This is an optimization exercise on Yosys and OpenROAD, whose aim is small area, not a production implementation.
Function was checked by simulation only, so behaviour that the tests miss may differ from the original.
Power figures rest on the tool's default switching activity, not on a simulated workload.

==> flow/design.v (outline; a module is shown in full before it is edited, if it fits) <==
// module lgn_l0: 156 lines
// module lgn_net: 804 lines
// module logicGateNet: 166 lines
module logicGateNet(
    input clk,
    input rst,
    input rx,
    output tx
);
  // ...
==> flow/flow/run.sh <==
#!/bin/bash
# Layout flow: the standard synthesis, then the combinational logic is
# re-mapped for area with ABC (flip-flops untouched), then the standard
# layout with a smaller clock tree (no dummy loads, fewer leaf buffers).
set -euo pipefail
W=$(pwd)
R=$W/orfs/results/$FLOW_PLATFORM/logicGateNet/base
LIB=$FLOW_HOME/platforms/$FLOW_PLATFORM/lib/sky130_fd_sc_hd__tt_025C_1v80.lib

bash standard.sh synth > $W/log_1_standard_synth.log 2>&1

# re-map combinational logic of the standard netlist
cp $R/1_2_yosys.v $W/std_1_2_yosys.v
DU=$(sed -n '/DONT_USE_CELLS/,/^$/p' $FLOW_HOME/platforms/$FLOW_PLATFORM/config.mk \
     | grep -o 'sky130_fd_sc_hd__[a-z0-9_]*' | sed 's/^/-dont_use /' | tr '\n' ' ')
sed -e "s#@LIB@#$LIB#g" -e "s#@DU@#$DU#g" -e "s#@IN@#$W/std_1_2_yosys.v#g" \
    -e "s#@OUT@#$W/remap_1_2_yosys.v#g" -e "s#@ABC@#$W/flow/area.abc#g" \
    -e "s#@TOP@#$FLOW_TOP#g" $W/flow/remap.ys > $W/remap.ys
yosys -l $W/log_2_remap.log $W/remap.ys > /dev/null 2>&1
cp $W/remap_1_2_yosys.v $R/1_2_yosys.v
rm -f $R/1_synth.odb $R/1_synth.sdc

export CTS_ARGS="-sink_clustering_enable -repair_clock_nets -dont_use_dummy_load -sink_clustering_size 40 -sink_clustering_max_diameter 80 -buf_list sky130_fd_sc_hd__clkbuf_8 -root_buf sky130_fd_sc_hd__clkbuf_8"
bash standard.sh > $W/log_3_standard_layout.log 2>&1
==> flow/flow/area.abc <==
strash
&get -n
&deepsyn -T 120
&put
dch -f
amap
topo
==> flow/flow/remap.ys <==
read_liberty -ignore_miss_func @LIB@
blackbox sky130_fd_sc_hd__*df* sky130_fd_sc_hd__*dl* sky130_fd_sc_hd__conb_1
read_verilog @IN@
hierarchy -top @TOP@
tee -o remap_stat_in.txt stat -liberty @LIB@
flatten
opt_clean -purge
abc -script @ABC@ -liberty @LIB@ @DU@
opt_clean -purge
hilomap -singleton -hicell sky130_fd_sc_hd__conb_1 HI -locell sky130_fd_sc_hd__conb_1 LO
insbuf -buf sky130_fd_sc_hd__buf_4 A X
splitnets
opt_clean -purge
hierarchy -top @TOP@
tee -o remap_stat_out.txt stat -liberty @LIB@
write_verilog -noattr -nohex -nodec @OUT@
==> flow/standard.sh <==
#!/bin/bash
# synth_recipe.tcl (not shown) runs the flow's synth.tcl, then flattens the netlist and writes it again
# the make line also repeats each setting of config.mk as NAME=value (left out here)
make -C /OpenROAD-flow-scripts/flow DESIGN_CONFIG=/design/flow/config.mk WORK_HOME=/design/flow/orfs CLKGATE_MAP_FILE= SYNTH_SCRIPT=/design/flow/synth_recipe.tcl "${@:-finish}"
==> flow/config.mk <==
export PLATFORM = sky130hd
export DESIGN_NAME = logicGateNet
export DESIGN_NICKNAME = logicGateNet
export VERILOG_FILES = /design/flow/design.v
export SDC_FILE = /design/flow/constraint.sdc
export NUM_CORES = 4
export LEC_CHECK = 0
export CAP_MARGIN = 20
export CORE_MARGIN = 2
export CORE_UTILIZATION = 40
export SLEW_MARGIN = 20
==> flow/constraint.sdc <==
create_clock -name core_clock -period 20.0 [get_ports {clk}]
set_input_delay 4.0000 -clock core_clock [delete_from_list [all_inputs] [get_ports {clk}]]
set_output_delay 4.0000 -clock core_clock [all_outputs]
set_load 0.01 [all_outputs]
==> qor.csv, run 1 <==
metric,value,unit
multi_input_area,3530,sq um
nClkBuffers,17,
hold_viol_final,0,
seq_area_share,46.2,%
ys_warn_count,2,
cts_buffer_depth,2,
pre_cts_ws,12260,ps
clk_pin_slew,110,ps
postCtsSetupRepairBufs,0,
nNonClkInverters,124,
utilization,44.4,%
intPower,0.476,mW
syn_inst,985,
combPwrFrac,1.0,%
outcome,no timing/DRC/antenna violations,
antenna_found_initial,1,
worstPathArrival,7740,ps
via_per_inst,6.25,
reg2reg_from,n[5]$_SDFF_PP0_,
cts_sinks,199,
fin_setup_tns,0,ps
drc,0,
p_sw,0.131,mW
rows,51,
multi_input_cells,662,
crit_slowest_cell,clkdlybuf4s50_1,
cp_cell_sequence,clkdlybuf4s50_1 -> clkinv_1 -> nand2_1 -> o31ai_1 -> clkinv_1 -> nor3_1 -> clkinv_1 -> nor2_1 -> nor2_1 -> a21oi_1 -> o22ai_1 -> a31oi_1 -> clkinv_1 -> o22ai_1 -> nand3b_1 -> a21oi_1 -> nor2_1 -> nor2_1 -> a211oi_1,
==> module lgn_l0, before the edit <==
module lgn_l0(input [7:0] P, input a, input b, output reg st, output reg v);
  always @(*) begin
    st = 1'b0; v = a | b;
    case (P)
      8'd1: begin st = 1'b1; v = a | b; end
      8'd4: begin st = 1'b1; v = a | b; end
      8'd5: begin st = 1'b1; v = a | b; end
      8'd6: begin st = 1'b1; v = a | b; end
      8'd7: begin st = 1'b1; v = a; end
      8'd9: begin st = 1'b1; v = a | b; end
      8'd10: begin st = 1'b1; v = a | b; end
      8'd11: begin st = 1'b1; v = a & b; end
      8'd12: begin st = 1'b1; v = a & b; end
      8'd13: begin st = 1'b1; v = a & b; end
      8'd14: begin st = 1'b1; v = a | b; end
      8'd18: begin st = 1'b1; v = a | b; end
      8'd19: begin st = 1'b1; v = a | b; end
      8'd21: begin st = 1'b1; v = b; end
      8'd22: begin st = 1'b1; v = a | b; end
      8'd23: begin st = 1'b1; v = a & b; end
      8'd24: begin st = 1'b1; v = a | b; end
      8'd25: begin st = 1'b1; v = a; end
      8'd26: begin st = 1'b1; v = a; end
      8'd27: begin st = 1'b1; v = a | b; end
      8'd28: begin st = 1'b1; v = a | b; end
      8'd30: begin st = 1'b1; v = a | b; end
      8'd31: begin st = 1'b1; v = a | b; end
      8'd34: begin st = 1'b1; v = b; end
      8'd35: begin st = 1'b1; v = a | b; end
      8'd36: begin st = 1'b1; v = a | b; end
      8'd37: begin st = 1'b1; v = a | b; end
      8'd38: begin st = 1'b1; v = a | b; end
      8'd40: begin st = 1'b1; v = b; end
      8'd42: begin st = 1'b1; v = ~a & b; end
      8'd43: begin st = 1'b1; v = a | b; end
      8'd44: begin st = 1'b1; v = a; end
      8'd45: begin st = 1'b1; v = a; end
      8'd46: begin st = 1'b1; v = a | b; end
      8'd47: begin st = 1'b1; v = ~a & b; end
      8'd48: begin st = 1'b1; v = a | b; end
      8'd49: begin st = 1'b1; v = a | b; end
      8'd50: begin st = 1'b1; v = a | b; end
      8'd51: begin st = 1'b1; v = a | b; end
      8'd52: begin st = 1'b1; v = a | b; end
      8'd53: begin st = 1'b1; v = ~a & b; end
      8'd55: begin st = 1'b1; v = a | b; end
      8'd56: begin st = 1'b1; v = a | b; end
      8'd57: begin st = 1'b1; v = a | b; end
      8'd58: begin st = 1'b1; v = a | b; end
      8'd59: begin st = 1'b1; v = a | b; end
      8'd60: begin st = 1'b1; v = a; end
      8'd61: begin st = 1'b1; v = a | b; end
      8'd62: begin st = 1'b1; v = a | b; end
      8'd63: begin st = 1'b1; v = a | b; end
      8'd64: begin st = 1'b1; v = a | b; end
      8'd65: begin st = 1'b1; v = a | b; end
      8'd67: begin st = 1'b1; v = b; end
      8'd68: begin st = 1'b1; v = a | b; end
      8'd71: begin st = 1'b1; v = a | b; end
      8'd72: begin st = 1'b1; v = a | b; end
      8'd73: begin st = 1'b1; v = a | b; end
      8'd75: begin st = 1'b1; v = a | b; end
      8'd76: begin st = 1'b1; v = a | b; end
      8'd77: begin st = 1'b1; v = a | b; end
      8'd78: begin st = 1'b1; v = a | b; end
      8'd79: begin st = 1'b1; v = a | b; end
      8'd80: begin st = 1'b1; v = b; end
      8'd81: begin st = 1'b1; v = b; end
      8'd82: begin st = 1'b1; v = a | b; end
      8'd83: begin st = 1'b1; v = a | b; end
      8'd84: begin st = 1'b1; v = a | b; end
      8'd85: begin st = 1'b1; v = a; end
      8'd87: begin st = 1'b1; v = b; end
      8'd88: begin st = 1'b1; v = a | b; end
      8'd89: begin st = 1'b1; v = a | b; end
      8'd90: begin st = 1'b1; v = b; end
      8'd91: begin st = 1'b1; v = a | b; end
      8'd92: begin st = 1'b1; v = b; end
      8'd95: begin st = 1'b1; v = a | b; end
      8'd96: begin st = 1'b1; v = b; end
      8'd97: begin st = 1'b1; v = a | b; end
      8'd98: begin st = 1'b1; v = a | b; end
      8'd99: begin st = 1'b1; v = b; end
      8'd102: begin st = 1'b1; v = a | b; end
      8'd103: begin st = 1'b1; v = a | b; end
      8'd104: begin st = 1'b1; v = a | b; end
      8'd105: begin st = 1'b1; v = a | b; end
      8'd106: begin st = 1'b1; v = a | b; end
      8'd107: begin st = 1'b1; v = a; end
      8'd108: begin st = 1'b1; v = a | b; end
      8'd112: begin st = 1'b1; v = a; end
      8'd113: begin st = 1'b1; v = a | b; end
      8'd114: begin st = 1'b1; v = a; end
      8'd115: begin st = 1'b1; v = a | b; end
      8'd117: begin st = 1'b1; v = a | b; end
      8'd118: begin st = 1'b1; v = a | b; end
      8'd119: begin st = 1'b1; v = a | b; end
      8'd120: begin st = 1'b1; v = a | b; end
      8'd121: begin st = 1'b1; v = a | b; end
      8'd123: begin st = 1'b1; v = a | b; end
      8'd125: begin st = 1'b1; v = b; end
      8'd126: begin st = 1'b1; v = a; end
      8'd127: begin st = 1'b1; v = a | b; end
      8'd128: begin st = 1'b1; v = a | b; end
      8'd129: begin st = 1'b1; v = a; end
      8'd130: begin st = 1'b1; v = a & ~b; end
      8'd131: begin st = 1'b1; v = a | b; end
      8'd132: begin st = 1'b1; v = b; end
      8'd134: begin st = 1'b1; v = a | b; end
      8'd135: begin st = 1'b1; v = a | b; end
      8'd138: begin st = 1'b1; v = a | b; end
      8'd139: begin st = 1'b1; v = a; end
      8'd140: begin st = 1'b1; v = b; end
      8'd141: begin st = 1'b1; v = a | b; end
      8'd142: begin st = 1'b1; v = a | b; end
      8'd143: begin st = 1'b1; v = a ^ b; end
      8'd144: begin st = 1'b1; v = a | b; end
      8'd145: begin st = 1'b1; v = a | b; end
      8'd148: begin st = 1'b1; v = a | b; end
      8'd151: begin st = 1'b1; v = a; end
      8'd153: begin st = 1'b1; v = a | b; end
      8'd154: begin st = 1'b1; v = b; end
      8'd155: begin st = 1'b1; v = b; end
      8'd156: begin st = 1'b1; v = a & ~b; end
      8'd157: begin st = 1'b1; v = a ^ b; end
      8'd158: begin st = 1'b1; v = a; end
      8'd161: begin st = 1'b1; v = a | b; end
      8'd162: begin st = 1'b1; v = a | b; end
      8'd163: begin st = 1'b1; v = a | b; end
      8'd165: begin st = 1'b1; v = a | b; end
      8'd168: begin st = 1'b1; v = a | b; end
      8'd169: begin st = 1'b1; v = b; end
      8'd170: begin st = 1'b1; v = b; end
      8'd172: begin st = 1'b1; v = a; end
      8'd174: begin st = 1'b1; v = b; end
      8'd175: begin st = 1'b1; v = a | b; end
      8'd177: begin st = 1'b1; v = a & b; end
      8'd178: begin st = 1'b1; v = a | b; end
      8'd179: begin st = 1'b1; v = a | b; end
      8'd181: begin st = 1'b1; v = a & b; end
      8'd182: begin st = 1'b1; v = a | b; end
      8'd183: begin st = 1'b1; v = a | b; end
      8'd184: begin st = 1'b1; v = a | b; end
      8'd185: begin st = 1'b1; v = b; end
      8'd186: begin st = 1'b1; v = b; end
      8'd187: begin st = 1'b1; v = a | b; end
      8'd188: begin st = 1'b1; v = ~a & b; end
      8'd192: begin st = 1'b1; v = ~a & b; end
      8'd195: begin st = 1'b1; v = b; end
      8'd196: begin st = 1'b1; v = a ^ b; end
      8'd197: begin st = 1'b1; v = ~a & b; end
      8'd199: begin st = 1'b1; v = a & ~b; end
      default: ;
    endcase
  end
endmodule
==> module logicGateNet, before the edit <==
module logicGateNet(
    input clk,
    input rst,
    input rx,
    output tx
);
    localparam NR = 8, RL = 19;
    localparam [8:0] T_0 = 9'd1, T_HALF = 9'd347, T_END = 9'd419;
    reg [NR*RL-1:0] ring;
    reg [4:0] ph;        
    reg [8:0] T;         
    reg [8:0] n;         
    reg [7:0] s;         
    reg [1:0] st;        
    reg txm;             
    reg pend;            
    reg a, b;            
    reg rxq;
    reg txq;
    localparam S_IDLE = 2'd0, S_START = 2'd1, S_DATA = 2'd2, S_STOP = 2'd3;
    assign tx = txq;
    wire [4:0] cnt = {b, a, s[7:5]};
    wire [4:0] si = s[4:0];
    wire l0_st, l0_v;
    lgn_l0 l0 (.P(n[8:1]), .a(a), .b(b), .st(l0_st), .v(l0_v));
    wire [199:0] l3;
    lgn_net nw (.q(ring), .l3(l3));
    reg [3:0] cc;
    reg [2:0] pp;
    reg vv;
    always @(*) begin
        cc = 4'd0; pp = 3'd0; vv = 1'b0;
        case ({n[6:4], n[2:0]})
      6'd0: begin cc = 4'd1; pp = 3'd2; vv = 1'b1; end
      6'd1: begin cc = 4'd1; pp = 3'd3; vv = 1'b1; end
      6'd2: begin cc = 4'd1; pp = 3'd4; vv = 1'b1; end
      6'd3: begin cc = 4'd0; pp = 3'd0; vv = 1'b1; end
      6'd4: begin cc = 4'd0; pp = 3'd1; vv = 1'b1; end
      6'd5: begin cc = 4'd0; pp = 3'd2; vv = 1'b1; end
      6'd6: begin cc = 4'd0; pp = 3'd3; vv = 1'b1; end
      6'd7: begin cc = 4'd0; pp = 3'd4; vv = 1'b1; end
      6'd8: begin cc = 4'd3; pp = 3'd4; vv = 1'b1; end
      6'd9: begin cc = 4'd2; pp = 3'd0; vv = 1'b1; end
      6'd10: begin cc = 4'd2; pp = 3'd1; vv = 1'b1; end
      6'd11: begin cc = 4'd2; pp = 3'd2; vv = 1'b1; end
      6'd12: begin cc = 4'd2; pp = 3'd3; vv = 1'b1; end
      6'd13: begin cc = 4'd2; pp = 3'd4; vv = 1'b1; end
      6'd14: begin cc = 4'd1; pp = 3'd0; vv = 1'b1; end
      6'd15: begin cc = 4'd1; pp = 3'd1; vv = 1'b1; end
      6'd16: begin cc = 4'd4; pp = 3'd1; vv = 1'b1; end
      6'd17: begin cc = 4'd4; pp = 3'd2; vv = 1'b1; end
      6'd18: begin cc = 4'd4; pp = 3'd3; vv = 1'b1; end
      6'd19: begin cc = 4'd4; pp = 3'd4; vv = 1'b1; end
      6'd20: begin cc = 4'd3; pp = 3'd0; vv = 1'b1; end
      6'd21: begin cc = 4'd3; pp = 3'd1; vv = 1'b1; end
      6'd22: begin cc = 4'd3; pp = 3'd2; vv = 1'b1; end
      6'd23: begin cc = 4'd3; pp = 3'd3; vv = 1'b1; end
      6'd24: begin cc = 4'd6; pp = 3'd3; vv = 1'b1; end
      6'd25: begin cc = 4'd6; pp = 3'd4; vv = 1'b1; end
      6'd26: begin cc = 4'd5; pp = 3'd0; vv = 1'b1; end
      6'd27: begin cc = 4'd5; pp = 3'd1; vv = 1'b1; end
      6'd28: begin cc = 4'd5; pp = 3'd2; vv = 1'b1; end
      6'd29: begin cc = 4'd5; pp = 3'd3; vv = 1'b1; end
      6'd30: begin cc = 4'd5; pp = 3'd4; vv = 1'b1; end
      6'd31: begin cc = 4'd4; pp = 3'd0; vv = 1'b1; end
      6'd32: begin cc = 4'd7; pp = 3'd0; vv = 1'b1; end
      6'd33: begin cc = 4'd7; pp = 3'd1; vv = 1'b1; end
      6'd34: begin cc = 4'd7; pp = 3'd2; vv = 1'b1; end
      6'd35: begin cc = 4'd7; pp = 3'd3; vv = 1'b1; end
      6'd36: begin cc = 4'd7; pp = 3'd4; vv = 1'b1; end
      6'd37: begin cc = 4'd6; pp = 3'd0; vv = 1'b1; end
      6'd38: begin cc = 4'd6; pp = 3'd1; vv = 1'b1; end
      6'd39: begin cc = 4'd6; pp = 3'd2; vv = 1'b1; end
      6'd40: begin cc = 4'd9; pp = 3'd2; vv = 1'b1; end
      6'd41: begin cc = 4'd9; pp = 3'd3; vv = 1'b1; end
      6'd42: begin cc = 4'd9; pp = 3'd4; vv = 1'b1; end
      6'd43: begin cc = 4'd8; pp = 3'd0; vv = 1'b1; end
      6'd44: begin cc = 4'd8; pp = 3'd1; vv = 1'b1; end
      6'd45: begin cc = 4'd8; pp = 3'd2; vv = 1'b1; end
      6'd46: begin cc = 4'd8; pp = 3'd3; vv = 1'b1; end
      6'd47: begin cc = 4'd8; pp = 3'd4; vv = 1'b1; end
      6'd54: begin cc = 4'd9; pp = 3'd0; vv = 1'b1; end
      6'd55: begin cc = 4'd9; pp = 3'd1; vv = 1'b1; end
            default: ;
        endcase
    end
    wire [19:0] cls = l3[20*cc +: 20];
    wire smp = cls[si];
    wire ph0 = (ph == 5'd0);
    wire tend = (T == T_END);
    wire ins = pend && (ph == s[7:3]);
    integer r;
    always @(posedge clk) begin
        for (r = 0; r < NR; r = r + 1)
            ring[r*RL +: RL] <= {ring[r*RL +: RL-1],
                (ins && s[2:0] == r) ? l0_v : ring[r*RL + RL-1]};
    end
    always @(posedge clk) begin
        rxq <= rx;
        ph <= (ph == RL-1) ? 5'd0 : ph + 5'd1;
        T <= tend ? T_0 : {T[7:0], T[8] ^ T[4]};
        if (ins) begin
            pend <= 1'b0;
            n <= n + 9'd1;
            s <= s + 8'd1;
        end
        if (txm) begin
            if (tend) begin
                s <= 8'd0;
                a <= 1'b0;
                b <= 1'b0;
                if (n[3:0] == 4'd9) begin
                    n[3:0] <= 4'd0;
                    n[6:4] <= n[6:4] + 3'd1;
                    if (n[6:4] == 3'd6) begin
                        txm <= 1'b0;
                        n <= 9'd0;
                    end else
                        txq <= 1'b0;
                end else begin
                    n[3:0] <= n[3:0] + 4'd1;
                    txq <= (n[3:0] == 4'd8) | (vv & cnt[pp]);
                end
            end else if (ph0 && si != 5'd20) begin
                {b, a, s[7:5]} <= cnt + {4'd0, smp};
                s[4:0] <= si + 5'd1;
            end
        end else begin
            case (st)
                S_IDLE: begin
                    T <= T_HALF;
                    if (!rxq) st <= S_START;
                end
                S_START: if (tend) st <= rxq ? S_IDLE : S_DATA;
                S_DATA: if (tend) begin
                    a <= b;
                    b <= rxq;
                    if (!n[0]) n <= n + 9'd1;
                    else if (l0_st) pend <= 1'b1;
                    else n <= n + 9'd1;
                    if (n[2:0] == 3'd7) st <= S_STOP;
                end
                S_STOP: if (tend) begin
                    st <= S_IDLE;
                    if (n == 9'd400) begin
                        txm <= 1'b1;
                        txq <= 1'b0;
                        n <= 9'd0;
                        s <= 8'd0;
                        a <= 1'b0;
                        b <= 1'b0;
                    end
                end
            endcase
        end
        if (rst) begin
            ph <= 5'd0;
            n <= 9'd0;
            s <= 8'd0;
            st <= S_IDLE;
            txm <= 1'b0;
            pend <= 1'b0;
            txq <= 1'b1;
        end
    end
endmodule
==> run 2, diff against run 1 <==
--- a/flow/design.v
+++ b/flow/design.v
@@ -1,11 +1,11 @@
-module lgn_l0(input [7:0] P, input a, input b, output reg st, output reg v);
+module lgn_l0(input [7:0] P, input a, input b, input o, output reg st, output reg adv, output reg v);
   always @(*) begin
-    st = 1'b0; v = a | b;
+    st = 1'b0; adv = 1'b1; v = a | b;
     case (P)
       8'd1: begin st = 1'b1; v = a | b; end
       8'd4: begin st = 1'b1; v = a | b; end
       8'd5: begin st = 1'b1; v = a | b; end
       8'd6: begin st = 1'b1; v = a | b; end
       8'd7: begin st = 1'b1; v = a; end
       8'd9: begin st = 1'b1; v = a | b; end
       8'd10: begin st = 1'b1; v = a | b; end
@@ -117,28 +117,28 @@
       8'd144: begin st = 1'b1; v = a | b; end
       8'd145: begin st = 1'b1; v = a | b; end
       8'd148: begin st = 1'b1; v = a | b; end
       8'd151: begin st = 1'b1; v = a; end
       8'd153: begin st = 1'b1; v = a | b; end
       8'd154: begin st = 1'b1; v = b; end
       8'd155: begin st = 1'b1; v = b; end
       8'd156: begin st = 1'b1; v = a & ~b; end
-      8'd157: begin st = 1'b1; v = a ^ b; end
-      8'd158: begin st = 1'b1; v = a; end
+      8'd157: begin st = 1'b1; adv = 1'b0; v = a ^ b; end
+      8'd158: begin st = 1'b1; v = ((a) ^ 1'b1) & ~(o ^ 1'b0); end
       8'd161: begin st = 1'b1; v = a | b; end
       8'd162: begin st = 1'b1; v = a | b; end
       8'd163: begin st = 1'b1; v = a | b; end
       8'd165: begin st = 1'b1; v = a | b; end
       8'd168: begin st = 1'b1; v = a | b; end
       8'd169: begin st = 1'b1; v = b; end
       8'd170: begin st = 1'b1; v = b; end
       8'd172: begin st = 1'b1; v = a; end
-      8'd174: begin st = 1'b1; v = b; end
-      8'd175: begin st = 1'b1; v = a | b; end
+      8'd174: begin st = 1'b1; adv = 1'b0; v = b; end
+      8'd175: begin st = 1'b1; v = ~((a | b) ^ 1'b1) | (o ^ 1'b0); end
       8'd177: begin st = 1'b1; v = a & b; end
       8'd178: begin st = 1'b1; v = a | b; end
       8'd179: begin st = 1'b1; v = a | b; end
       8'd181: begin st = 1'b1; v = a & b; end
       8'd182: begin st = 1'b1; v = a | b; end
       8'd183: begin st = 1'b1; v = a | b; end
       8'd184: begin st = 1'b1; v = a | b; end
       8'd185: begin st = 1'b1; v = b; end
@@ -149,222 +149,222 @@
       8'd195: begin st = 1'b1; v = b; end
       8'd196: begin st = 1'b1; v = a ^ b; end
       8'd197: begin st = 1'b1; v = ~a & b; end
       8'd199: begin st = 1'b1; v = a & ~b; end
       default: ;
     endcase
   end
 endmodule
-module lgn_net(input [151:0] q, output [199:0] l3);
+module lgn_net(input [145:0] q, output [199:0] l3);
   wire [199:0] layer0_out, layer1_out, layer2_out, layer3_out;
-  assign layer0_out[0] = ~q[14];
-  assign layer0_out[1] = ~q[64];
-  assign layer0_out[2] = ~q[44];
-  assign layer0_out[3] = q[116];
-  assign layer0_out[4] = q[13];
-  assign layer0_out[5] = ~q[52];
-  assign layer0_out[6] = ~q[137];
+  assign layer0_out[0] = ~q[56];
+  assign layer0_out[1] = ~q[100];
+  assign layer0_out[2] = ~q[23];
+  assign layer0_out[3] = q[6];
+  assign layer0_out[4] = q[52];
+  assign layer0_out[5] = ~q[55];
+  assign layer0_out[6] = ~q[86];
   assign layer0_out[7] = ~q[103];
   assign layer0_out[8] = 1'b0;
-  assign layer0_out[9] = q[120];
-  assign layer0_out[10] = q[146];
+  assign layer0_out[9] = q[21];
+  assign layer0_out[10] = q[122];
   assign layer0_out[11] = 1'b1;
-  assign layer0_out[12] = ~q[99];
+  assign layer0_out[12] = ~q[87];
   assign layer0_out[13] = 1'b1;
   assign layer0_out[14] = 1'b1;
-  assign layer0_out[15] = ~q[22];
-  assign layer0_out[16] = q[3];
-  assign layer0_out[17] = q[69];
+  assign layer0_out[15] = 1'b0;
+  assign layer0_out[16] = 1'b0;
+  assign layer0_out[17] = q[120];
   assign layer0_out[18] = 1'b1;
-  assign layer0_out[19] = ~q[27];
+  assign layer0_out[19] = ~q[105];
   assign layer0_out[20] = 1'b0;
-  assign layer0_out[21] = q[139];
+  assign layer0_out[21] = q[94];
   assign layer0_out[22] = 1'b1;
-  assign layer0_out[23] = q[84];
+  assign layer0_out[23] = q[30];
   assign layer0_out[24] = 1'b0;
   assign layer0_out[25] = 1'b1;
-  assign layer0_out[26] = q[105];
-  assign layer0_out[27] = ~q[109];
-  assign layer0_out[28] = ~q[65];
-  assign layer0_out[29] = q[74];
+  assign layer0_out[26] = q[111];
+  assign layer0_out[27] = ~q[127];
+  assign layer0_out[28] = ~q[104];
+  assign layer0_out[29] = q[140];
   assign layer0_out[30] = 1'b1;
-  assign layer0_out[31] = ~q[11];
-  assign layer0_out[32] = q[60];
+  assign layer0_out[31] = ~q[44];
+  assign layer0_out[32] = q[11];
   assign layer0_out[33] = 1'b0;
   assign layer0_out[34] = 1'b1;
-  assign layer0_out[35] = q[4];
-  assign layer0_out[36] = ~q[145];
+  assign layer0_out[35] = q[16];
+  assign layer0_out[36] = ~q[118];
   assign layer0_out[37] = 1'b0;
-  assign layer0_out[38] = q[10];
-  assign layer0_out[39] = ~q[29];
-  assign layer0_out[40] = q[0];
-  assign layer0_out[41] = ~q[57];
-  assign layer0_out[42] = q[35];
-  assign layer0_out[43] = q[7];
-  assign layer0_out[44] = q[101];
-  assign layer0_out[45] = q[88];
+  assign layer0_out[38] = q[40];
+  assign layer0_out[39] = ~q[113];
+  assign layer0_out[40] = q[1];
+  assign layer0_out[41] = ~q[73];
+  assign layer0_out[42] = q[137];
+  assign layer0_out[43] = q[28];
+  assign layer0_out[44] = q[95];
+  assign layer0_out[45] = q[46];
   assign layer0_out[46] = 1'b0;
   assign layer0_out[47] = 1'b0;
-  assign layer0_out[48] = q[54];
+  assign layer0_out[48] = q[63];
   assign layer0_out[49] = 1'b0;
-  assign layer0_out[50] = q[31];
-  assign layer0_out[51] = q[41];
-  assign layer0_out[52] = q[15];
-  assign layer0_out[53] = q[126];
-  assign layer0_out[54] = ~q[56];
-  assign layer0_out[55] = ~q[80];
-  assign layer0_out[56] = ~q[110];
+  assign layer0_out[50] = q[121];
+  assign layer0_out[51] = q[85];
+  assign layer0_out[52] = q[60];
+  assign layer0_out[53] = q[45];
+  assign layer0_out[54] = ~q[71];
+  assign layer0_out[55] = ~q[14];
+  assign layer0_out[56] = ~q[131];
   assign layer0_out[57] = 1'b0;
   assign layer0_out[58] = 1'b0;
-  assign layer0_out[59] = ~q[18];
+  assign layer0_out[59] = ~q[72];
   assign layer0_out[60] = 1'b0;
-  assign layer0_out[61] = q[68];
-  assign layer0_out[62] = q[140];
-  assign layer0_out[63] = q[38];
-  assign layer0_out[64] = q[97];
-  assign layer0_out[65] = q[50];
-  assign layer0_out[66] = q[36];
-  assign layer0_out[67] = q[73];
+  assign layer0_out[61] = q[116];
+  assign layer0_out[62] = q[98];
+  assign layer0_out[63] = q[0];
+  assign layer0_out[64] = q[80];
+  assign layer0_out[65] = q[47];
+  assign layer0_out[66] = q[141];
+  assign layer0_out[67] = q[136];
   assign layer0_out[68] = 1'b1;
-  assign layer0_out[69] = q[83];
-  assign layer0_out[70] = q[104];
-  assign layer0_out[71] = ~q[82];
+  assign layer0_out[69] = q[26];
+  assign layer0_out[70] = q[107];
+  assign layer0_out[71] = ~q[22];
   assign layer0_out[72] = 1'b0;
   assign layer0_out[73] = 1'b0;
-  assign layer0_out[74] = ~q[96];
-  assign layer0_out[75] = ~q[122];
-  assign layer0_out[76] = ~q[144];
-  assign layer0_out[77] = ~q[106];
+  assign layer0_out[74] = ~q[76];
+  assign layer0_out[75] = ~q[29];
+  assign layer0_out[76] = ~q[114];
+  assign layer0_out[77] = ~q[115];
   assign layer0_out[78] = 1'b0;
-  assign layer0_out[79] = ~q[89];
-  assign layer0_out[80] = ~q[43];
-  assign layer0_out[81] = q[66];
-  assign layer0_out[82] = q[138];
-  assign layer0_out[83] = ~q[77];
-  assign layer0_out[84] = q[123];
+  assign layer0_out[79] = ~q[50];
+  assign layer0_out[80] = ~q[19];
+  assign layer0_out[81] = q[108];
+  assign layer0_out[82] = q[90];
+  assign layer0_out[83] = ~q[3];
+  assign layer0_out[84] = q[33];
   assign layer0_out[85] = 1'b0;
-  assign layer0_out[86] = ~q[85];
-  assign layer0_out[87] = ~q[25];
-  assign layer0_out[88] = ~q[81];
-  assign layer0_out[89] = ~q[102];
-  assign layer0_out[90] = ~q[134];
-  assign layer0_out[91] = q[135];
+  assign layer0_out[86] = ~q[34];
+  assign layer0_out[87] = ~q[97];
+  assign layer0_out[88] = ~q[18];
+  assign layer0_out[89] = ~q[99];
+  assign layer0_out[90] = ~q[75];
+  assign layer0_out[91] = q[79];
   assign layer0_out[92] = 1'b1;
   assign layer0_out[93] = 1'b1;
-  assign layer0_out[94] = ~q[141];
-  assign layer0_out[95] = q[49];
+  assign layer0_out[94] = ~q[102];
+  assign layer0_out[95] = q[43];
   assign layer0_out[96] = 1'b0;
   assign layer0_out[97] = 1'b0;
   assign layer0_out[98] = 1'b0;
-  assign layer0_out[99] = q[62];
-  assign layer0_out[100] = q[55];
-  assign layer0_out[101] = ~q[23];
+  assign layer0_out[99] = q[92];
+  assign layer0_out[100] = q[67];
+  assign layer0_out[101] = ~q[89];
   assign layer0_out[102] = 1'b0;
-  assign layer0_out[103] = ~q[128];
-  assign layer0_out[104] = ~q[151];
-  assign layer0_out[105] = ~q[70];
-  assign layer0_out[106] = ~q[143];
-  assign layer0_out[107] = ~q[58];
+  assign layer0_out[103] = ~q[53];
+  assign layer0_out[104] = ~q[142];
+  assign layer0_out[105] = ~q[124];
+  assign layer0_out[106] = ~q[110];
+  assign layer0_out[107] = ~q[77];
   assign layer0_out[108] = q[51];
-  assign layer0_out[109] = q[53];
+  assign layer0_out[109] = q[59];
   assign layer0_out[110] = 1'b1;
-  assign layer0_out[111] = q[130];
+  assign layer0_out[111] = q[61];
   assign layer0_out[112] = 1'b1;
-  assign layer0_out[113] = q[16];
+  assign layer0_out[113] = q[64];
   assign layer0_out[114] = 1'b0;
-  assign layer0_out[115] = ~q[124];
-  assign layer0_out[116] = q[8];
-  assign layer0_out[117] = ~q[9];
-  assign layer0_out[118] = ~q[149];
-  assign layer0_out[119] = q[12];
-  assign layer0_out[120] = q[21];
+  assign layer0_out[115] = ~q[37];
+  assign layer0_out[116] = q[32];
+  assign layer0_out[117] = ~q[36];
+  assign layer0_out[118] = ~q[134];
+  assign layer0_out[119] = q[48];
+  assign layer0_out[120] = q[8];
   assign layer0_out[121] = 1'b1;
-  assign layer0_out[122] = q[108];
-  assign layer0_out[123] = q[40];
-  assign layer0_out[124] = ~q[59];
-  assign layer0_out[125] = q[46];
-  assign layer0_out[126] = ~q[26];
-  assign layer0_out[127] = q[111];
-  assign layer0_out[128] = ~q[94];
-  assign layer0_out[129] = q[75];
-  assign layer0_out[130] = ~q[78];
-  assign layer0_out[131] = q[121];
-  assign layer0_out[132] = ~q[131];
-  assign layer0_out[133] = ~q[90];
-  assign layer0_out[134] = ~q[34];
-  assign layer0_out[135] = q[93];
-  assign layer0_out[136] = ~q[87];
-  assign layer0_out[137] = ~q[28];
+  assign layer0_out[122] = q[123];
+  assign layer0_out[123] = 1'b0;
+  assign layer0_out[124] = 1'b0;
+  assign layer0_out[125] = q[31];
+  assign layer0_out[126] = ~q[101];
+  assign layer0_out[127] = q[135];
+  assign layer0_out[128] = ~q[70];
+  assign layer0_out[129] = q[144];
+  assign layer0_out[130] = ~q[7];
+  assign layer0_out[131] = q[25];
+  assign layer0_out[132] = ~q[65];
+  assign layer0_out[133] = ~q[54];
+  assign layer0_out[134] = ~q[133];
+  assign layer0_out[135] = q[66];
+  assign layer0_out[136] = ~q[42];
+  assign layer0_out[137] = ~q[109];
   assign layer0_out[138] = 1'b1;
-  assign layer0_out[139] = q[72];
-  assign layer0_out[140] = q[6];
-  assign layer0_out[141] = ~q[19];
-  assign layer0_out[142] = ~q[2];
+  assign layer0_out[139] = q[132];
+  assign layer0_out[140] = q[24];
+  assign layer0_out[141] = ~q[74];
+  assign layer0_out[142] = ~q[82];
   assign layer0_out[143] = 1'b0;
-  assign layer0_out[144] = q[48];
-  assign layer0_out[145] = q[1];
-  assign layer0_out[146] = ~q[132];
+  assign layer0_out[144] = q[39];
+  assign layer0_out[145] = q[5];
+  assign layer0_out[146] = ~q[69];
   assign layer0_out[147] = 1'b1;
-  assign layer0_out[148] = ~q[63];
-  assign layer0_out[149] = q[32];
+  assign layer0_out[148] = ~q[96];
+  assign layer0_out[149] = q[125];
   assign layer0_out[150] = 1'b1;
-  assign layer0_out[151] = ~q[107];
-  assign layer0_out[152] = q[129];
+  assign layer0_out[151] = ~q[119];
+  assign layer0_out[152] = q[57];
   assign layer0_out[153] = 1'b1;
   assign layer0_out[154] = 1'b1;
-  assign layer0_out[155] = q[45];
+  assign layer0_out[155] = q[27];
   assign layer0_out[156] = 1'b0;
   assign layer0_out[157] = 1'b0;
-  assign layer0_out[158] = q[33];
-  assign layer0_out[159] = ~q[42];
-  assign layer0_out[160] = ~q[30];
+  assign layer0_out[158] = q[129];
+  assign layer0_out[159] = ~q[15];
+  assign layer0_out[160] = ~q[117];
   assign layer0_out[161] = 1'b0;
   assign layer0_out[162] = 1'b0;
   assign layer0_out[163] = 1'b0;
-  assign layer0_out[164] = ~q[39];
-  assign layer0_out[165] = ~q[98];
-  assign layer0_out[166] = ~q[71];
-  assign layer0_out[167] = q[142];
-  assign layer0_out[168] = ~q[150];
-  assign layer0_out[169] = q[24];
-  assign layer0_out[170] = q[118];
-  assign layer0_out[171] = q[91];
-  assign layer0_out[172] = ~q[5];
-  assign layer0_out[173] = q[100];
-  assign layer0_out[174] = ~q[115];
-  assign layer0_out[175] = q[127];
-  assign layer0_out[176] = q[125];
-  assign layer0_out[177] = ~q[37];
-  assign layer0_out[178] = q[117];
-  assign layer0_out[179] = q[119];
-  assign layer0_out[180] = ~q[136];
+  assign layer0_out[164] = ~q[4];
+  assign layer0_out[165] = ~q[10];
+  assign layer0_out[166] = ~q[128];
+  assign layer0_out[167] = q[106];
+  assign layer0_out[168] = ~q[138];
+  assign layer0_out[169] = q[93];
+  assign layer0_out[170] = q[13];
+  assign layer0_out[171] = q[58];
+  assign layer0_out[172] = ~q[20];
+  assign layer0_out[173] = q[91];
+  assign layer0_out[174] = ~q[2];
+  assign layer0_out[175] = q[49];
+  assign layer0_out[176] = q[41];
+  assign layer0_out[177] = ~q[145];
+  assign layer0_out[178] = q[83];
+  assign layer0_out[179] = q[17];
+  assign layer0_out[180] = ~q[9];
   assign layer0_out[181] = 1'b0;
-  assign layer0_out[182] = ~q[147];
+  assign layer0_out[182] = ~q[126];
   assign layer0_out[183] = 1'b0;
-  assign layer0_out[184] = q[148];
-  assign layer0_out[185] = ~q[20];
+  assign layer0_out[184] = q[130];
+  assign layer0_out[185] = ~q[78];
   assign layer0_out[186] = 1'b1;
   assign layer0_out[187] = 1'b0;
-  assign layer0_out[188] = q[113];
+  assign layer0_out[188] = q[143];
   assign layer0_out[189] = 1'b0;
   assign layer0_out[190] = 1'b0;
-  assign layer0_out[191] = ~q[61];
-  assign layer0_out[192] = q[47];
-  assign layer0_out[193] = q[92];
+  assign layer0_out[191] = ~q[88];
+  assign layer0_out[192] = q[35];
+  assign layer0_out[193] = q[62];
   assign layer0_out[194] = 1'b0;
-  assign layer0_out[195] = q[112];
-  assign layer0_out[196] = ~q[86];
-  assign layer0_out[197] = q[17];
-  assign layer0_out[198] = q[79];
-  assign layer0_out[199] = q[67];
+  assign layer0_out[195] = q[139];
+  assign layer0_out[196] = ~q[38];
+  assign layer0_out[197] = q[68];
+  assign layer0_out[198] = q[84];
+  assign layer0_out[199] = q[112];
   assign layer1_out[0] = layer0_out[188];
   assign layer1_out[1] = ~layer0_out[61];
   assign layer1_out[2] = layer0_out[4] & ~layer0_out[5];
-  assign layer1_out[3] = layer0_out[15] & ~layer0_out[16];
+  assign layer1_out[3] = q[12];
   assign layer1_out[4] = 1'b0;
   assign layer1_out[5] = layer0_out[166];
   assign layer1_out[6] = layer0_out[139];
   assign layer1_out[7] = ~(layer0_out[52] | layer0_out[53]);
   assign layer1_out[8] = ~layer0_out[116] | layer0_out[117];
   assign layer1_out[9] = layer0_out[111];
   assign layer1_out[10] = ~layer0_out[174] | layer0_out[173];
   assign layer1_out[11] = 1'b0;
@@ -534,17 +534,17 @@
   assign layer1_out[175] = ~(layer0_out[176] | layer0_out[177]);
   assign layer1_out[176] = layer0_out[146] & ~layer0_out[145];
   assign layer1_out[177] = ~layer0_out[88];
   assign layer1_out[178] = layer0_out[138] & ~layer0_out[137];
   assign layer1_out[179] = layer0_out[88] & layer0_out[89];
   assign layer1_out[180] = layer0_out[93] | layer0_out[94];
   assign layer1_out[181] = 1'b1;
   assign layer1_out[182] = layer0_out[184];
-  assign layer1_out[183] = ~layer0_out[124] | layer0_out[123];
+  assign layer1_out[183] = q[81];
   assign layer1_out[184] = ~(layer0_out[196] | layer0_out[197]);
   assign layer1_out[185] = layer0_out[80] & ~layer0_out[81];
   assign layer1_out[186] = layer0_out[39] & ~layer0_out[38];
   assign layer1_out[187] = ~layer0_out[2] | layer0_out[1];
   assign layer1_out[188] = ~layer0_out[84] | layer0_out[83];
   assign layer1_out[189] = ~layer0_out[118] | layer0_out[119];
   assign layer1_out[190] = ~(layer0_out[39] & layer0_out[40]);
   assign layer1_out[191] = layer0_out[109] & layer0_out[110];
@@ -959,167 +959,117 @@
   assign l3 = layer3_out;
 endmodule
 module logicGateNet(
     input clk,
     input rst,
     input rx,
     output tx
 );
-    localparam NR = 8, RL = 19;
-    localparam [8:0] T_0 = 9'd1, T_HALF = 9'd347, T_END = 9'd419;
+    localparam NR = 2, RL = 73;
     reg [NR*RL-1:0] ring;
-    reg [4:0] ph;        
-    reg [8:0] T;         
+    reg [6:0] ph;        
+    reg [2:0] E;         
     reg [8:0] n;         
     reg [7:0] s;         
     reg [1:0] st;        
     reg txm;             
     reg pend;            
     reg a, b;            
-    reg rxq;
     reg txq;
     localparam S_IDLE = 2'd0, S_START = 2'd1, S_DATA = 2'd2, S_STOP = 2'd3;
     assign tx = txq;
-    wire [4:0] cnt = {b, a, s[7:5]};
-    wire [4:0] si = s[4:0];
-    wire l0_st, l0_v;
-    lgn_l0 l0 (.P(n[8:1]), .a(a), .b(b), .st(l0_st), .v(l0_v));
+    wire [4:0] cnt = s[4:0];
+    wire [NR-1:0] rout;
+    genvar g;
+    generate for (g = 0; g < NR; g = g + 1) begin : ro
+        assign rout[g] = ring[g*RL + RL-1];
+    end endgenerate
+    wire l0_st, l0_adv, l0_v;
+    lgn_l0 l0 (.P(n[8:1]), .a(a), .b(b), .o(rout[s[0]]),
+               .st(l0_st), .adv(l0_adv), .v(l0_v));
     wire [199:0] l3;
     lgn_net nw (.q(ring), .l3(l3));
-    reg [3:0] cc;
-    reg [2:0] pp;
-    reg vv;
-    always @(*) begin
-        cc = 4'd0; pp = 3'd0; vv = 1'b0;
-        case ({n[6:4], n[2:0]})
-      6'd0: begin cc = 4'd1; pp = 3'd2; vv = 1'b1; end
-      6'd1: begin cc = 4'd1; pp = 3'd3; vv = 1'b1; end
-      6'd2: begin cc = 4'd1; pp = 3'd4; vv = 1'b1; end
-      6'd3: begin cc = 4'd0; pp = 3'd0; vv = 1'b1; end
-      6'd4: begin cc = 4'd0; pp = 3'd1; vv = 1'b1; end
-      6'd5: begin cc = 4'd0; pp = 3'd2; vv = 1'b1; end
-      6'd6: begin cc = 4'd0; pp = 3'd3; vv = 1'b1; end
-      6'd7: begin cc = 4'd0; pp = 3'd4; vv = 1'b1; end
-      6'd8: begin cc = 4'd3; pp = 3'd4; vv = 1'b1; end
-      6'd9: begin cc = 4'd2; pp = 3'd0; vv = 1'b1; end
-      6'd10: begin cc = 4'd2; pp = 3'd1; vv = 1'b1; end
-      6'd11: begin cc = 4'd2; pp = 3'd2; vv = 1'b1; end
-      6'd12: begin cc = 4'd2; pp = 3'd3; vv = 1'b1; end
-      6'd13: begin cc = 4'd2; pp = 3'd4; vv = 1'b1; end
-      6'd14: begin cc = 4'd1; pp = 3'd0; vv = 1'b1; end
-      6'd15: begin cc = 4'd1; pp = 3'd1; vv = 1'b1; end
-      6'd16: begin cc = 4'd4; pp = 3'd1; vv = 1'b1; end
-      6'd17: begin cc = 4'd4; pp = 3'd2; vv = 1'b1; end
-      6'd18: begin cc = 4'd4; pp = 3'd3; vv = 1'b1; end
-      6'd19: begin cc = 4'd4; pp = 3'd4; vv = 1'b1; end
-      6'd20: begin cc = 4'd3; pp = 3'd0; vv = 1'b1; end
-      6'd21: begin cc = 4'd3; pp = 3'd1; vv = 1'b1; end
-      6'd22: begin cc = 4'd3; pp = 3'd2; vv = 1'b1; end
-      6'd23: begin cc = 4'd3; pp = 3'd3; vv = 1'b1; end
-      6'd24: begin cc = 4'd6; pp = 3'd3; vv = 1'b1; end
-      6'd25: begin cc = 4'd6; pp = 3'd4; vv = 1'b1; end
-      6'd26: begin cc = 4'd5; pp = 3'd0; vv = 1'b1; end
-      6'd27: begin cc = 4'd5; pp = 3'd1; vv = 1'b1; end
-      6'd28: begin cc = 4'd5; pp = 3'd2; vv = 1'b1; end
-      6'd29: begin cc = 4'd5; pp = 3'd3; vv = 1'b1; end
-      6'd30: begin cc = 4'd5; pp = 3'd4; vv = 1'b1; end
-      6'd31: begin cc = 4'd4; pp = 3'd0; vv = 1'b1; end
-      6'd32: begin cc = 4'd7; pp = 3'd0; vv = 1'b1; end
-      6'd33: begin cc = 4'd7; pp = 3'd1; vv = 1'b1; end
-      6'd34: begin cc = 4'd7; pp = 3'd2; vv = 1'b1; end
-      6'd35: begin cc = 4'd7; pp = 3'd3; vv = 1'b1; end
-      6'd36: begin cc = 4'd7; pp = 3'd4; vv = 1'b1; end
-      6'd37: begin cc = 4'd6; pp = 3'd0; vv = 1'b1; end
-      6'd38: begin cc = 4'd6; pp = 3'd1; vv = 1'b1; end
-      6'd39: begin cc = 4'd6; pp = 3'd2; vv = 1'b1; end
-      6'd40: begin cc = 4'd9; pp = 3'd2; vv = 1'b1; end
-      6'd41: begin cc = 4'd9; pp = 3'd3; vv = 1'b1; end
-      6'd42: begin cc = 4'd9; pp = 3'd4; vv = 1'b1; end
-      6'd43: begin cc = 4'd8; pp = 3'd0; vv = 1'b1; end
-      6'd44: begin cc = 4'd8; pp = 3'd1; vv = 1'b1; end
-      6'd45: begin cc = 4'd8; pp = 3'd2; vv = 1'b1; end
-      6'd46: begin cc = 4'd8; pp = 3'd3; vv = 1'b1; end
-      6'd47: begin cc = 4'd8; pp = 3'd4; vv = 1'b1; end
-      6'd54: begin cc = 4'd9; pp = 3'd0; vv = 1'b1; end
-      6'd55: begin cc = 4'd9; pp = 3'd1; vv = 1'b1; end
-            default: ;
-        endcase
-    end
+    wire [5:0] tq = {n[6:4], n[2:0]};
+    wire [3:0] cc;
+    wire [2:0] pp;
+    wire vv;
+    assign cc[0] = (tq == 6'd0) | (tq == 6'd1) | (tq == 6'd2) | (tq == 6'd8) | (tq == 6'd14) | (tq == 6'd15) | (tq == 6'd20) | (tq == 6'd21) | (tq == 6'd22) | (tq == 6'd23) | (tq == 6'd26) | (tq == 6'd27) | (tq == 6'd28) | (tq == 6'd29) | (tq == 6'd30) | (tq == 6'd32) | (tq == 6'd33) | (tq == 6'd34) | (tq == 6'd35) | (tq == 6'd36) | (tq == 6'd40) | (tq == 6'd41) | (tq == 6'd42) | (tq == 6'd54) | (tq == 6'd55);
+    assign cc[1] = (tq == 6'd8) | (tq == 6'd9) | (tq == 6'd10) | (tq == 6'd11) | (tq == 6'd12) | (tq == 6'd13) | (tq == 6'd20) | (tq == 6'd21) | (tq == 6'd22) | (tq == 6'd23) | (tq == 6'd24) | (tq == 6'd25) | (tq == 6'd32) | (tq == 6'd33) | (tq == 6'd34) | (tq == 6'd35) | (tq == 6'd36) | (tq == 6'd37) | (tq == 6'd38) | (tq == 6'd39);
+    assign cc[2] = (tq == 6'd16) | (tq == 6'd17) | (tq == 6'd18) | (tq == 6'd19) | (tq == 6'd24) | (tq == 6'd25) | (tq == 6'd26) | (tq == 6'd27) | (tq == 6'd28) | (tq == 6'd29) | (tq == 6'd30) | (tq == 6'd31) | (tq == 6'd32) | (tq == 6'd33) | (tq == 6'd34) | (tq == 6'd35) | (tq == 6'd36) | (tq == 6'd37) | (tq == 6'd38) | (tq == 6'd39);
+    assign cc[3] = (tq == 6'd40) | (tq == 6'd41) | (tq == 6'd42) | (tq == 6'd43) | (tq == 6'd44) | (tq == 6'd45) | (tq == 6'd46) | (tq == 6'd47) | (tq == 6'd54) | (tq == 6'd55);
+    assign pp[0] = (tq == 6'd1) | (tq == 6'd4) | (tq == 6'd6) | (tq == 6'd10) | (tq == 6'd12) | (tq == 6'd15) | (tq == 6'd16) | (tq == 6'd18) | (tq == 6'd21) | (tq == 6'd23) | (tq == 6'd24) | (tq == 6'd27) | (tq == 6'd29) | (tq == 6'd33) | (tq == 6'd35) | (tq == 6'd38) | (tq == 6'd41) | (tq == 6'd44) | (tq == 6'd46) | (tq == 6'd55);
+    assign pp[1] = (tq == 6'd0) | (tq == 6'd1) | (tq == 6'd5) | (tq == 6'd6) | (tq == 6'd11) | (tq == 6'd12) | (tq == 6'd17) | (tq == 6'd18) | (tq == 6'd22) | (tq == 6'd23) | (tq == 6'd24) | (tq == 6'd28) | (tq == 6'd29) | (tq == 6'd34) | (tq == 6'd35) | (tq == 6'd39) | (tq == 6'd40) | (tq == 6'd41) | (tq == 6'd45) | (tq == 6'd46);
+    assign pp[2] = (tq == 6'd2) | (tq == 6'd7) | (tq == 6'd8) | (tq == 6'd13) | (tq == 6'd19) | (tq == 6'd25) | (tq == 6'd30) | (tq == 6'd36) | (tq == 6'd42) | (tq == 6'd47);
+    assign vv = ~((tq[5:3] == 3'd6) & (tq[2:0] < 3'd6));   
     wire [19:0] cls = l3[20*cc +: 20];
-    wire smp = cls[si];
-    wire ph0 = (ph == 5'd0);
-    wire tend = (T == T_END);
-    wire ins = pend && (ph == s[7:3]);
+    wire [3:0] smp = cls[4*E +: 4];
+    wire ev = (ph == 7'd0);
+    wire bnd = ev && (E == 3'd5);
+    wire ins = pend && (ph == s[7:1]);
     integer r;
     always @(posedge clk) begin
         for (r = 0; r < NR; r = r + 1)
             ring[r*RL +: RL] <= {ring[r*RL +: RL-1],
-                (ins && s[2:0] == r) ? l0_v : ring[r*RL + RL-1]};
+                (ins && s[0] == r) ? l0_v : ring[r*RL + RL-1]};
     end
     always @(posedge clk) begin
-        rxq <= rx;
-        ph <= (ph == RL-1) ? 5'd0 : ph + 5'd1;
-        T <= tend ? T_0 : {T[7:0], T[8] ^ T[4]};
+        ph <= (ph == RL-1) ? 7'd0 : ph + 7'd1;
+        if (ev) E <= (E == 3'd5) ? 3'd0 : E + 3'd1;
         if (ins) begin
             pend <= 1'b0;
             n <= n + 9'd1;
-            s <= s + 8'd1;
+            if (l0_adv) s <= s + 8'd1;
         end
         if (txm) begin
-            if (tend) begin
+            if (bnd) begin
                 s <= 8'd0;
-                a <= 1'b0;
-                b <= 1'b0;
                 if (n[3:0] == 4'd9) begin
                     n[3:0] <= 4'd0;
                     n[6:4] <= n[6:4] + 3'd1;
                     if (n[6:4] == 3'd6) begin
                         txm <= 1'b0;
                         n <= 9'd0;
                     end else
                         txq <= 1'b0;
                 end else begin
                     n[3:0] <= n[3:0] + 4'd1;
                     txq <= (n[3:0] == 4'd8) | (vv & cnt[pp]);
                 end
-            end else if (ph0 && si != 5'd20) begin
-                {b, a, s[7:5]} <= cnt + {4'd0, smp};
-                s[4:0] <= si + 5'd1;
+            end else if (ev) begin
+                s[4:0] <= cnt + {4'd0, smp[0]} + {4'd0, smp[1]} + {4'd0, smp[2]} + {4'd0, smp[3]};
             end
         end else begin
             case (st)
                 S_IDLE: begin
-                    T <= T_HALF;
-                    if (!rxq) st <= S_START;
+                    E <= 3'd3;
+                    if (!rx) st <= S_START;
                 end
-                S_START: if (tend) st <= rxq ? S_IDLE : S_DATA;
-                S_DATA: if (tend) begin
+                S_START: if (bnd) st <= rx ? S_IDLE : S_DATA;
+                S_DATA: if (bnd) begin
                     a <= b;
-                    b <= rxq;
+                    b <= rx;
                     if (!n[0]) n <= n + 9'd1;
                     else if (l0_st) pend <= 1'b1;
                     else n <= n + 9'd1;
                     if (n[2:0] == 3'd7) st <= S_STOP;
                 end
-                S_STOP: if (tend) begin
+                S_STOP: if (bnd) begin
                     st <= S_IDLE;
                     if (n == 9'd400) begin
                         txm <= 1'b1;
                         txq <= 1'b0;
                         n <= 9'd0;
                         s <= 8'd0;
-                        a <= 1'b0;
-                        b <= 1'b0;
                     end
                 end
             endcase
         end
         if (rst) begin
-            ph <= 5'd0;
+            ph <= 7'd0;
             n <= 9'd0;
             s <= 8'd0;
             st <= S_IDLE;
             txm <= 1'b0;
             pend <= 1'b0;
             txq <= 1'b1;
         end
     end
==> run 2 against run 1 <==
- combinational power increased to 6.8 times the previous value
- via count is 0.94% lower
- fmax down 7.2%
- largest power group unchanged
- clock-buffer cell count stayed put
- die area is 5.4% lower
- sequential cell count decreased by 19
- sequential share of layout area decreased by 1.9 points
- critical path depth rose by 7
- still clean on timing, DRC and antenna
- final area decreased by 5.6%
- critical path type is now flip-flop to flip-flop
- register-to-register slack worse by 1600 ps
- routed wire length decreased by 1.3%
==> qor.csv, run 2 <==
metric,value,unit,change
worstSetupPathDepth,26,,
gr-total-overflow,0,,
power.share.clock,31.6,%,
dieArea,20000,sq um,
seqPwrFrac,61.3,%,
antenna_cells,0,,
syn_avg_cell_area,7.89,sq um,
hold_buffers,0,,
io_buffers,3,,
use_met2,48.9,%,
rrSetupSlack,12060,ps,
hpwl,27300,um,
crit_fanout,15,,
io_pins,4,,
rsz0062_at_grt,false,,
cts_tree,built,,
worstPathArrival,8330,ps,+590 ps
syn_inst,957,,-2.8%
wl_per_cell,28.3,um,
initial_core_util,40.5,%,
top_regs,"ring x146, n x9, s x8",,
final_common_cell,nor2_1,,
antenna_found_initial,3,,+2
drc,0,,unchanged
top_register,ring,,
critical_path_class,flip-flop to flip-flop,,
whs_endpoint,ring[101]$_DFF_P_,,
outcome,no timing/DRC/antenna violations,,
gp_congestion,1.08,,
grt_util_met1,51.5,%,
root_buffer,clkbuf_8,,
numCtsBuffers,17,,
stdcell_count,1221,,
worst_pin_slew,882,ps,
drv_slew,0,,
grt_pass1_vias,7378,,
cp_top_family,simple AND/OR/NAND/NOR gates,,
irDropWorstVdd,0.0000513,V,
crit_slowest_cell,dfxtp_1,,
fin_setup_tns,0,ps,unchanged
fp.dieW,141,um,
syn-num-nets,960,,
routed_wl,34600,um,
holdWs,323,ps,
syn_to_final_growth,8.36,%,
hold_path_depth,0,,
cts_buffer_depth,2,,unchanged
swShare,24.3,%,
firstDrtPassIters,7,,
synthesis.area,7550,sq um,
maxCapViolCount,0,,
clk_latency,470,ps,
core,18600,sq um,
hold_viol_final,0,,unchanged
final_cell_mix,"nor2_1, dfxtp_1, clkinv_1",,
min_path_type,flip-flop to flip-flop,,
intPower,0.449,mW,-5.7%
grt_usage,35.0,%,
rows,50,,-2.0%
clock_skew,36.9,ps,
grt_busiest_layer,met1,,
end_kind,flip-flop,,
grt_util_met3,8.03,%,
drive_above_1_share,2.74,%,
seqCellArea,3620,sq um,
die_height,141,um,
p_leak,2.80,nW,
min_period_over_period,39.7,%,
critPathLaunchType,flip-flop,,
largest_reg_flops,146,,
reg2reg_from,n[2]$_SDFF_PP0_,,
relSlewSlack,39.7,%,
timing.rr.end,s[4]$_SDFF_PP0_,,
nNetsFinal,992,,
cts_sinks,180,,-9.5%
postCtsSetupRepairBufs,0,,unchanged
hp-start,ring[100]$_DFF_P_,,
grt_pass1_wl,50400,um,
vias,7925,,
ant_nets,0,,
reg2regPathDepth,26,,
finalSetupViolCount,0,,
dr.first_iter.drc_count,1323,,
combPwrFrac,7.1,%,+6.1 points
crit_path_max_incr_delay,690,ps,
htreeDepth,4,,
cp_common_cell,nor2_1,,
p_sw,0.144,mW,+10%
cts_resized,0,,
fill_cells,1909,,
grt_max_degree,21,,
cp.required,20380,ps,
cp_num_buf_inv,6,,
fmax,126,MHz,
multi_input_area,3540,sq um,+0.46%
layout_min_cycle_time,7940,ps,
total_power,0.593,mW,
power.density,72.5,nW/um^2,
ys_warn_count,2,,unchanged
clk_pin_slew,100,ps,about the same
via_per_inst,6.49,,+3.9%
placedCellCount,1204,,
run 2: how the worst max path moves through the flow:
stage                         start               to  slack (ps)
finish              n[2]$_SDFF_PP0_  s[4]$_SDFF_PP0_       12060
global route        n[1]$_SDFF_PP0_  s[4]$_SDFF_PP0_       11400
CTS                 n[1]$_SDFF_PP0_  s[4]$_SDFF_PP0_       12480
detailed placement  n[1]$_SDFF_PP0_  s[4]$_SDFF_PP0_       12480
global placement    n[1]$_SDFF_PP0_  s[4]$_SDFF_PP0_       12410
floorplan           n[6]$_SDFF_PP0_  s[4]$_SDFF_PP0_       13890
run 2: power groups by stage:
stage               clock, mW  combinational, mW  sequential (mW)
finish                  0.188             0.0420            0.364
global route            0.204             0.0451            0.364
CTS                     0.192             0.0401            0.363
detailed placement          0             0.0399            0.372
global placement            0             0.0409            0.372
floorplan                   0             0.0276            0.371
run 2: cell type report:
type                       count  share of cell area (%)
sequential                   180                    44.3
multi-input combinational    674                    43.3
inverter                     103                    4.72
tap                          234                    3.58
clock buffer                  17                    2.86
timing repair buffer          13                    1.28
run 2: layer usage:
layer / share of wire [%] / up-vias
li1: - / 3492
met1: 44 / 3703
met2: 40 / 605
met3: 11 / 125
met4: 4.8 / 0
met5: 0 / -
run 2: stage by stage:
| stage | utilization (%) | cell area [sq um] | worst slack [ps] |
|---|---|---|---|
| global route | 43.9 | 8190 | 11400 |
| finish | 43.9 | 8190 | 12060 |
| detailed placement | 42.7 | 7950 | 12480 |
| floorplan | - | 7550 | 13890 |
| global placement | 42.7 | 7950 | 12410 |
| CTS | 43.9 | 8190 | 12480 |
run 2: worst register-to-register path: stages (launching register included):
cell       delay [ps]
dfxtp_1           690
clkinv_1          510
nor2_1            570
clkinv_1          250
o21ai_0           270
nor3_1            180
nor2_1            370
clkinv_1          230
nor2_1            140
buf_4             220
clkinv_1          500
nor2_1            580
clkinv_1          550
nor2b_1           390
a2111oi_0         150
a2111oi_0         630
o32ai_1           190
nor2_1            170
a21o_1            120
nor2_1             50
nor2_1            140
nor2_1             70
o32ai_1           320
nand2_1           150
nor2_1            190
nor2_1             60
a211oi_1          190

==> re-timing with driven ports <==
No port has a modelled driver above. Below, the same layouts with a new extraction and two added sets of constraints. Step 1 (the two cells are an assumption about what drives the block):
set clk [get_ports {clk}]
set_driving_cell -lib_cell sky130_fd_sc_hd__clkbuf_16 $clk
set_driving_cell -lib_cell sky130_fd_sc_hd__buf_2 [delete_from_list [all_inputs] $clk]
Step 2, shift: input delay + t, output delay - t, t = (earliest + latest rising clock arrival at the registers) / 2. This alone moves slack from input paths to output paths. Three values: no drivers, after step 1, after step 2; two values: the first two.
run	t (ns)	slack for setup (ns)	worst hold slack (ns)	worst slew at a driven data input, ns
run 1	0.517	12.629 / 12.651 / 12.134	0.314 / 0.314 / 0.314	0.03
run 2	0.497	12.058 / 12.058 / 12.058	0.323 / 0.323 / 0.323	0.03
After both steps every run listed still meets setup and hold. For run 1, which loses most, drivers alone change the setup slack by +0.022 ns; drivers and shift together by -0.495 ns.
